This design comes from an exercise in tuning for small area, a short achievable clock period and few clock cycles on the open sky130 flow, not from production work.
Function was checked by simulation only, so behaviour that the tests miss may differ from the original.
Power figures rest on the tool's default switching activity, not on a simulated workload.

## fsm
module fsm(
    input [15:0] dataIn,
    input R_I,
    input reset,
    input clk,
    output reg r_o,
    output reg [1:0] err,
    output [31:0] dataOut,
    output ready
    );
clock: 10.0 ns
lec_check: 0
abc_area: 1
cap_margin: 20
core_margin: 2
core_utilization: 40
setup_slack_margin: 5
slew_margin: 20
run.sh (not shown) runs the stock make flow with config.mk's settings and CLKGATE_MAP_FILE= SYNTH_SCRIPT=/design/flow/synth_recipe.tcl, a recipe that flattens the netlist after the stock synthesis.
Testbench counts at the start, summed over its fixed seeds: cycles 9,732.
Then changed:
--- a/flow/design.v
+++ b/flow/design.v
@@ -169,20 +169,21 @@
     wire [25:0] as_s;
     sum_fsm SD(.a(rem), .b({reg_x[23] | bmd, reg_x[22:0]}), .sub(asub), .s(as_s));
     wire [24:0] rem_nx;
     wire [1:0]  qb;
     del_fsm DL(.r(rem), .d(xm), .t2(as_s), .r_nx(rem_nx), .q(qb));
     wire [7:0]  xe   = reg_x[30:23];
     wire        f24  = xm >= 24'hB504F4;           
     wire [7:0]  sq_e = {xe[6:0], 1'b0} + 8'd129 + {7'd0, f24};
     wire [7:0]  sqe  = sq_e;
-    wire        amb_c = (xe == sq_e);
-    wire        ovr_c = !amb_c && (xe[7] ? (xe > sq_e) : (xe < sq_e));
+    wire        amb_c = (xe == 8'd127 && !f24) || (xe == 8'd126 && f24);
+    wire        ovr_c = (xe >= 8'd192) || (xe == 8'd191 && f24) || (xe <= 8'd62) ||
+                        (xe == 8'd63 && !f24) || (xe == 8'd127 && f24);
     wire [8:0]  dsq  = {1'b0, sqe} - {1'b0, mx_e};
     wire [8:0]  dqt  = {1'b0, mx_e} - {1'b0, sqe};
     wire [22:0] sq_m = acs[22:0];
     wire [30:0] sq   = {sqe, sq_m};
     wire [22:0] sqf_m = sqsum[23] ? sqsum[22:0] : {sqsum[21:0], l23};
     wire        over = xe[7] ? (reg_x[30:0] > sq) : (reg_x[30:0] < sq);
     wire [22:0] qt_m = q0r ? quo[22:0] : {quo[21:0], 1'b0};
     wire        al_agt;
     wire [22:0] al_m;
Result: Via count shrinks by 1.1%; sequential power hardly moves; total power shrinks by 0.84%; utilization shrinks by 0.62 points; clock skew grows by 0.025 ns; synthesized area shrinks by 0.43%.
Testbench counts after the change, summed over its fixed seeds: cycles 9,732.

--- another note on this design; it stands on its own ---

==> flow/design.v (excerpt) <==
module fsm(
    input [15:0] dataIn,
    input R_I,
    input reset,
    input clk,
    output reg r_o,
    output reg [1:0] err,
    output [31:0] dataOut,
    output ready
    );
    localparam [3:0] W1 = 4'd0, W2 = 4'd1, W3 = 4'd2, W4 = 4'd3, MD = 4'd4,
                     S1 = 4'd5, S2 = 4'd6, NORM = 4'd7, ERRN = 4'd8;
    reg [3:0]  state;
    reg        rdy;
    reg [31:0] reg_x;       
    reg [31:0] reg_n;
    reg [24:0] cnt;         
    reg        last;        
    reg [4:0]  it;
    reg        first;       
    reg [2:0]  tri_r;       
    reg [24:0] acc;         
    reg [24:0] rem;         
    reg [23:0] quo;
    reg        asub;        
    reg        bmd;         
    reg [7:0]  mx_e;        
    reg [7:0]  sqe;         
    reg [7:0]  ad;          
    reg        e_gt, e_eq;  
    reg        ovr;         
    reg        amb;         
    reg        ovf;         
    reg        mx_s;
    reg        sub;
    wire take = rdy & R_I;
    wire        fr_err, fr_inf;
    wire [24:0] fr_inc;
    checkfr_fsm FR(.num_in({reg_n[31:16], dataIn}), .res(fr_err), .inf(), .inc());
    checkfr_fsm FC(.num_in(reg_n), .res(), .inf(fr_inf), .inc(fr_inc));
    wire [24:0] tgt = {1'b1, reg_n[22:0], 1'b0};
    wire [23:0] xm = {1'b1, reg_x[22:0]};
    wire [2:0]  tri_b = first ? xm[2:0] : tri_r;
    reg  [2:0]  tri_nx;
    always @(*) begin
        case (it[2:0])
            3'd0: tri_nx = xm[5:3];
            3'd1: tri_nx = xm[8:6];
            3'd2: tri_nx = xm[11:9];
            3'd3: tri_nx = xm[14:12];
            3'd4: tri_nx = xm[17:15];
            3'd5: tri_nx = xm[20:18];
            default: tri_nx = xm[23:21];
        endcase
    end
    wire [24:0] acc_nx;
    pow2_fsm PW(.m(xm), .acc(acc), .tri_b(tri_b), .last(it[2:0] == 3'd7), .acc_nx(acc_nx));
    wire [25:0] as_s;
    sum_fsm SD(.a(rem), .b({reg_x[23] | bmd, reg_x[22:0]}), .sub(asub), .s(as_s));
    wire [24:0] rem_nx;
    wire [1:0]  qb;
    del_fsm DL(.r(rem), .d(xm), .t2(as_s), .r_nx(rem_nx), .q(qb));
    wire [7:0]  xe   = reg_x[30:23];
    wire        f24  = xm >= 24'hB504F4;           
    wire [7:0]  sq_e = {xe[6:0], 1'b0} + 8'd129 + {7'd0, f24};
    wire [8:0]  dsq  = {1'b0, sqe} - {1'b0, mx_e};
  ...
Size in the first run: ~4000 cells after synthesis, ~55 I/O pins.
make LEC_CHECK=0 ABC_AREA=1 CAP_MARGIN=20 CORE_MARGIN=2 CORE_UTILIZATION=40 SETUP_SLACK_MARGIN=5 SLEW_MARGIN=20 finish   # period 10.0 ns
run.sh (not shown) runs the stock make flow with config.mk's settings and CLKGATE_MAP_FILE= SYNTH_SCRIPT=/design/flow/synth_recipe.tcl, a recipe that flattens the netlist after the stock synthesis.
Testbench counts at the start, summed over its fixed seeds: cycles 17,148.
Change:
- ABC_AREA: 1 -> default
- The changed run ran to the end with no violations
- utilization grows by 1.1 points
- non-clock buffer count grows by 37
- routed wire length shrinks by 13%
- total power grows by 31%
- worst setup slack got worse by 0.11 ns

afterwards: timing with drivers on the ports:
Ports are ideal in the flow. The routed layouts listed here were re-timed in OpenROAD.
Step 1, drivers: a clkbuf_16 drives clk and a buf_2 each remaining input, both assumed.
Step 2 times the ports against the registers' clock, not the clock port: input delays grow and output delays shrink by t, the midpoint of the rising clock arrivals with the driver on.
Slacks: ideal / step 1 / step 2; pairs: ideal / step 1.
run	t (ns)	setup slack, ns	latest minus earliest clock arrival (ns)
the first run of note 1	0.626	5.119 / 5.119 / 5.119	0.020 / 0.020
the second run of note 1	0.657	5.092 / 5.092 / 5.092	0.045 / 0.045
the first run of note 2	0.663	5.242 / 5.242 / 4.936	0.050 / 0.051
the second run of note 2	0.653	5.130 / 5.130 / 5.068	0.020 / 0.020
After both steps every run listed still meets setup and hold. For the first run of note 2, which loses most, drivers alone change the setup slack by 0.000 ns; drivers and shift together by -0.306 ns.
